What follows belongs to an exercise in optimizing a design on an open flow for small area; a production flow would make more cautious choices. For this run, only the layout was checked, not whether the RTL still works. Power figures rest on the tool's default switching activity, not on a simulated workload. No driver is modelled on the clock port, so clocking that relies on it looks cheaper here than on a real chip.

===== flow/flow/run.sh =====
#!/bin/bash
# Standard ORFS layout, with single-strength port buffers and a clock tree without dummy loads.
set -euo pipefail
export BUFFER_PORTS_ARGS="-buffer_cell sky130_fd_sc_hd__buf_1"
export CTS_ARGS="-sink_clustering_enable -repair_clock_nets -sink_clustering_size 30 -sink_clustering_max_diameter 100 -buf_list sky130_fd_sc_hd__clkbuf_16 -dont_use_dummy_load"
bash standard.sh synth > synth.log 2>&1
bash standard.sh > layout.log 2>&1

===== flow/standard.sh =====
#!/bin/bash
# synth_recipe.tcl (not shown) runs the flow's synth.tcl, then flattens the netlist and writes it again
# the make line also repeats each setting of config.mk as NAME=value (left out here)
make -C /OpenROAD-flow-scripts/flow DESIGN_CONFIG=/design/flow/config.mk WORK_HOME=/design/flow/orfs CLKGATE_MAP_FILE= SYNTH_SCRIPT=/design/flow/synth_recipe.tcl "${@:-finish}"

===== flow/config.mk =====
export PLATFORM = sky130hd
export DESIGN_NAME = fsm
export DESIGN_NICKNAME = fsm
export VERILOG_FILES = /design/flow/design.v
export SDC_FILE = /design/flow/constraint.sdc
export NUM_CORES = 8
export LEC_CHECK = 0
export CAP_MARGIN = 20
export CORE_MARGIN = 2
export CORE_UTILIZATION = 60
export SLEW_MARGIN = 20

===== flow/constraint.sdc =====
create_clock -name core_clock -period 6.0 [get_ports {clk}]
set_input_delay 1.2000 -clock core_clock [delete_from_list [all_inputs] [get_ports {clk}]]
set_output_delay 1.2000 -clock core_clock [all_outputs]
set_load 0.01 [all_outputs]

===== flow/design.v =====
module fsm(
input clk,
input arst,
input [15:0]s_data,
input s_valid,
input s_last,
output s_ready,
input [7:0]s_keep,
output reg [15:0] m_data,
output m_valid,
output reg m_last,
input  m_ready,
output [7:0]m_keep,
input rd_en,
input [11:0]block_len,
output reg last
    );
    assign s_ready = m_ready;
    reg        rst_q;         
    reg  [2:0] wn;            
    reg  [6:0] wr_ptr;
    reg  [6:0] temp;          
    reg  [6:0] rd_ptr;
    reg  [7:0] cnt;           
    reg  [2:0] kq;            
    always @(posedge clk) rst_q <= ~arst;
    always @(posedge clk)
      if (rst_q) wn <= 3'd0;
      else if (s_valid & m_ready & (s_keep[7:5] == 3'd0) & (s_keep[1:0] == 2'd0) &
               ~(s_keep[4] & |s_keep[3:2]))
        wn <= s_keep[4:2];
    always @(posedge clk)
      wr_ptr <= (wn == 3'd0) ? 7'd0 : wr_ptr + {4'd0, wn};
    reg [511:0] mem;    
    genvar b, r;
    generate
      for (b = 0; b < 4; b = b + 1) begin : g_wb
        localparam [1:0] B = b;
        wire [1:0] off = B - wr_ptr[1:0];           
        wire       ben = {1'b0, off} < wn;
        wire [4:0] row = wr_ptr[6:2] + {4'd0, (B < wr_ptr[1:0])};
        wire [3:0] d   = s_data[{off, 2'b00} +: 4];
        for (r = 0; r < 32; r = r + 1) begin : g_r
          always @(posedge clk)
            if (ben && row == r) mem[(b*32+r)*4 +: 4] <= d;
        end
      end
    endgenerate
    function [3:0] m4(input [15:0] x, input [1:0] s);
      case (s)
        2'd0: m4 = x[3:0];
        2'd1: m4 = x[7:4];
        2'd2: m4 = x[11:8];
        default: m4 = x[15:12];
      endcase
    endfunction
    wire [3:0] rq [0:3];    
    genvar i;
    generate
      for (b = 0; b < 4; b = b + 1) begin : g_rb
        localparam [1:0] B = b;
        wire [4:0] row = rd_ptr[6:2] + {4'd0, (B < rd_ptr[1:0])};
        wire [127:0] bk = mem[b*128 +: 128];
        wire [31:0] l1;
        for (i = 0; i < 8; i = i + 1) begin : g_l1
          assign l1[i*4 +: 4] = m4(bk[i*16 +: 16], row[1:0]);
        end
        wire [7:0] l2 = {m4(l1[31:16], row[3:2]), m4(l1[15:0], row[3:2])};
        assign rq[b] = row[4] ? l2[7:4] : l2[3:0];
      end
    endgenerate
    wire [1:0] ro = rd_ptr[1:0];
    wire [3:0] n0 = m4({rq[3], rq[2], rq[1], rq[0]}, ro);
    wire [3:0] n1 = m4({rq[0], rq[3], rq[2], rq[1]}, ro);
    wire [3:0] n2 = m4({rq[1], rq[0], rq[3], rq[2]}, ro);
    wire [3:0] n3 = m4({rq[2], rq[1], rq[0], rq[3]}, ro);
    wire [7:0] diff = {1'b0, temp} - {1'b0, rd_ptr};
    wire pe   = diff[7:2] == 6'd0;                  
    wire hieq = block_len[11:4] == cnt;
    wire blk  = hieq & (block_len[1:0] == 2'd0) & (block_len[3:2] != 2'd0);
    wire lt   = (cnt < block_len[11:4]) | (hieq & (block_len[3:0] != 4'd0));
    wire go   = rd_en & m_ready;
    wire adv  = go & (pe | blk | lt);
    wire [1:0] k  = pe ? diff[1:0] : blk ? block_len[3:2] : 2'd0;
    wire [2:0] nk = {k == 2'd0, k};
    always @(posedge clk) begin
      if (s_last) temp <= wr_ptr;
      if (adv & pe & (diff[1:0] != 2'd0)) temp <= 7'd0;
    end
    always @(posedge clk) begin
      if (adv) begin
        rd_ptr <= rd_ptr + {5'd0, k} + {4'd0, k == 2'd0, 2'd0};
        cnt    <= (pe | blk) ? 8'd0 : cnt + 8'd1;
      end else if (~arst) begin
        rd_ptr <= 7'd0;
        cnt    <= 8'd0;
      end
    end
    always @(posedge clk) begin
      if (~go) begin
        m_data <= 16'd0;
        kq     <= 3'd0;
        m_last <= 1'b0;
        last   <= 1'b0;
      end else if (adv) begin
        m_data <= {(k == 2'd0) ? n3 : 4'd0,
                   (k == 2'd0 || k == 2'd3) ? n2 : 4'd0,
                   (k != 2'd1) ? n1 : 4'd0,
                   n0};
        kq     <= nk;
        m_last <= pe;
        if (~pe) last <= blk;
      end
    end
    assign m_keep  = {3'd0, kq, 2'd0};
    assign m_valid = |kq;
endmodule

==> notes.md <==
==> cells in the final DEF, fill, tap and decap left out, types with 5 or more instances in the layout <==
| cell type | count |
|---|---|
| xor2_1 | 11 |
| o21ai_0 | 30 |
| nor2b_1 | 15 |
| mux4_2 | 134 |
| xnor2_1 | 14 |
| clkbuf_16 | 22 |
| o22ai_1 | 6 |
| buf_4 | 23 |
| and2_1 | 7 |
| a22o_1 | 5 |
| mux2i_1 | 41 |
| conb_1 | 5 |
| mux2_2 | 11 |
| o22a_1 | 8 |
| nand2_1 | 70 |
| nand2b_1 | 17 |
| a21oi_1 | 28 |
| a31oi_1 | 9 |
| a21o_1 | 7 |
| nand3_1 | 32 |
| ha_1 | 40 |
| nand3b_1 | 5 |
| or3_1 | 9 |
| inv_1 | 34 |
| nor2_1 | 184 |
| or2_2 | 9 |
| dfxtp_1 | 39 |
| and3_1 | 14 |
| nor3_1 | 33 |
| buf_1 | 64 |
| o211ai_1 | 10 |
| nand4_1 | 7 |
| a22oi_1 | 12 |
| edfxtp_1 | 527 |
| a221o_1 | 5 |
| o221ai_1 | 7 |
==> cells by family (layout without fill, tap and decap cells) <==
kind of cell             Yosys count  after routing  share of synthesized area [%]
flip-flops                       566            566                           67.4
XOR/XNOR                          27             27                          0.991
multiplexers                     186            186                           14.4
other                              1              6                         0.0152
adder cells (fa/ha/maj)           46             46                           2.43
AND/OR/NAND/NOR                  415            415                           7.73
AO/OA/AOI/OAI                    175            175                           4.99
buffers and inverters            115            146                           2.00
==> flip-flops by register name, summed over array words and instances (netlist names), 3 cells and up <==
signal	cells
mem	512
m_data	16
cnt	8
rd_ptr	7
temp	7
wr_ptr	7
kq	3
wn	3
==> worst max-delay path by stage <==
stage / start / endpoint / slack [ps] / depth (start not counted)
CTS: rd_ptr[1] / rd_ptr[6] / 1240 / 16
floorplan: rd_ptr[3] / rd_ptr[6] / 1770 / 19
global route: rd_ptr[1] / rd_ptr[6] / 740 / 16
global placement: rd_ptr[1] / m_data[9] / 1250 / 12
finish: rd_ptr[1] / rd_ptr[6] / 1200 / 16
detailed placement: rd_ptr[1] / rd_ptr[6] / 1270 / 16
==> metal layers <==
layer / wire [µm] / vias to the layer above
li1: - / 6052
met3: 3710 / 75
met4: 1440 / 0
met5: 0 / -
met1: 23500 / 6780
met2: 25500 / 479
==> final cells by class <==
class | instances | area, µm²
timing repair buffer | 87 | 413
clock buffer | 22 | 551
antenna | 1 | 2.50
fill | 2983 | 14700
multi-input combinational | 854 | 7560
inverter | 37 | 139
tap | 532 | 666
sequential | 566 | 16600
==> cell usage after synthesis (all sizes together), types with 5 or more instances <==
library cell / number / area share [%]
a21oi: 28 / 0.57
o21ai: 34 / 0.69
nand3: 32 / 0.65
a22o: 5 / 0.18
inv: 35 / 0.53
o211ai: 10 / 0.30
nor2: 184 / 2.8
nor3: 33 / 0.67
nand2: 70 / 1.1
o22a: 8 / 0.28
or2: 9 / 0.23
mux2i: 41 / 1.7
o221ai: 7 / 0.25
nand4: 7 / 0.18
nor2b: 15 / 0.38
dfxtp: 39 / 3.2
edfxtp: 527 / 64
nand3b: 5 / 0.15
buf: 41 / 0.87
a22oi: 12 / 0.37
mux2: 11 / 0.50
and3: 14 / 0.36
or3: 9 / 0.23
clkbuf: 37 / 0.56
and2: 8 / 0.20
nand2b: 17 / 0.43
o22ai: 6 / 0.15
a221o: 5 / 0.20
ha: 43 / 2.2
xnor2: 16 / 0.60
a21o: 7 / 0.21
a31oi: 9 / 0.23
mux4: 134 / 12
xor2: 11 / 0.39
==> power groups by stage <==
stage | logic (mW) | clock network [mW] | registers (mW)
2_1_floorplan | 0.649 | 0 | 4.44
3_3_place_gp | 0.917 | 0 | 4.45
3_5_place_dp | 0.922 | 0 | 4.45
4_1_cts | 0.925 | 1.79 | 4.36
5_1_grt | 0.990 | 1.92 | 4.36
6_report | 0.920 | 1.75 | 4.36
==> impl_metrics.ini <==
[cts]
cts-root-buf = clkbuf_16
hold_buffers = 0
htreeDepth = 1
cts_buffer_depth = 3
clock-sinks = 566
post_cts_buffers = 0
cts_tree = built
post_cts_resize_count = 0
clock_latency_ps = 580
clk_pin_slew_ps = 110
cts-buffers-inserted = 22

[synthesis]
postSynth.asyncResetShare_pct = 0
ys_dominant_reg_cell = edfxtp_1
seq_area_frac_synth_pct = 67.4
netlist-cell-type-count = 69
ys_seq_elements = 566
syn_inst = 1531
avgSynthCellArea_um2 = 16.1
synth_area_mm2 = 0.0246
synth_warnings = 1
synth-edff-count = 527

[cells_and_area]
stdcell_count = 2099
drive_gt1_share_pct = 13.4
area_growth_syn_to_layout_pct = 5.31
final_cell_area_mm2 = 0.0259
nets = 1656
fin_util_pct = 63.8

[global_routing]
met2_usage_pct = 41.1
met1_usage_pct = 38.2
grt_start_max_net_pins = 42
grt.busiest_layer = met2
track_usage_pct = 25.9
grt_util_met3_pct = 3.99
grt_pass1_wl_mm = 81.0
first_global_vias = 13161
antenna_found_initial = 1
overflow = 0

[placement]
post_dp_cell_area_mm2 = 0.0254
place.gp.congestion = 0.878
dp_hpwl_mm = 37.3
portBuffers = 64
place_ws_ps = 1270
dpl.cell_count = 2076

[setup_path]
max_stage_delay_ps = 740
crit_slowest_cell = edfxtp_1
required_ps = 6330
worstReg2RegStart = rd_ptr[1]
critPathArrivalTime_ps = 5130
cp_num_buf_inv = 3
r2r_setup_slack_ps = 1200
critPathKind = reg2reg
path_max_fanout = 16
start_kind = flop
crit_path_cell_trace = clkinv_1, ha_1, nor2b_1, o21ai_0, a21boi_0, o21ai_1, mux2_2, inv_1, ha_1, inv_1, fa_1, nor2b_1, o21ai_0, nor2_1, xnor2_1, nor2_1
worstSetupEndpointType = flop
worst_r2r_path_depth = 16
cp_top_family = compound AO/OA/AOI/OAI gates
r2r_end = rd_ptr[6]

[flow_run]
drv_cap = 0

[floorplan]
die_w_um = 207
fp.dieH_um = 207
dieArea_mm2 = 0.0427
coreArea_mm2 = 0.0406
rows = 74
initial_core_util_pct = 60.6
ios = 70

[hold_path]
min_path_cells = 1
hold_path_end = wn[2]
holdCritPathClass = reg2reg
min-delay-start = rst_q

[route]
drt-pass1-iter-count = 5
via_count = 13386
drt-wirelength-per-cell_um = 25.8
postRouteAntennaNets = 0
routed_wl_mm = 54.2
first_iter_violations = 1273
vias_per_cell = 6.38
drc = 0

[pwr]
p_total_mw = 7.03
p_comb_share_pct = 13.1
switchingPower_mw = 1.65
p_int_mw = 5.38
p_leak_nw = 8.20
ir_drop_v = 0.000247
p_per_area_mw_per_mm2 = 271
clkPwrFrac_pct = 24.9
switching_share_pct = 23.5
power_frac_seq_pct = 62.0

[sta]
fin_skew_ps = 26.3
tns_ps = 0
min_period_ps = 4800
max_freq_mhz = 208
setup_viol = 0
rsz0062_at_grt = no
worst_slack_ps = 1200
slew_headroom_pct = 28.5
timing.hold.ws_ps = 458
final-max-slew-violation-count = 0
finalHoldViolCount = 0
fin_crit_sh_pct = 80.0
worstMarginPinSlew_ps = 1070

[status]
status = complete, no violations

==> re-timing with driven ports <==
In the flow no input, the clock included, has a driving cell. The finished layout below was timed again as built, in two steps.
Step 1 sets driving cells, clkbuf_16 on the clock port and buf_2 on the other inputs (assumed; they add their load-dependent delay and slew).
Step 2, shift: input delay + t, output delay - t, t = (earliest + latest rising clock arrival at the registers) / 2. This alone moves slack from input paths to output paths.
a / b / c = ideal / step 1 / step 2; a / b = the first two.
shift t [ns]: 0.619
setup WS [ns]: 1.200 / 1.200 / 1.200
hold WS [ns]: 0.458 / 0.458 / 0.458
worst register clock-pin slew, ns: 0.11 / 0.11
cell pins on the clock port's net: 1
After both steps setup and hold are still met in this run. For this run, drivers alone change the setup slack by 0.000 ns; drivers and shift together by 0.000 ns.
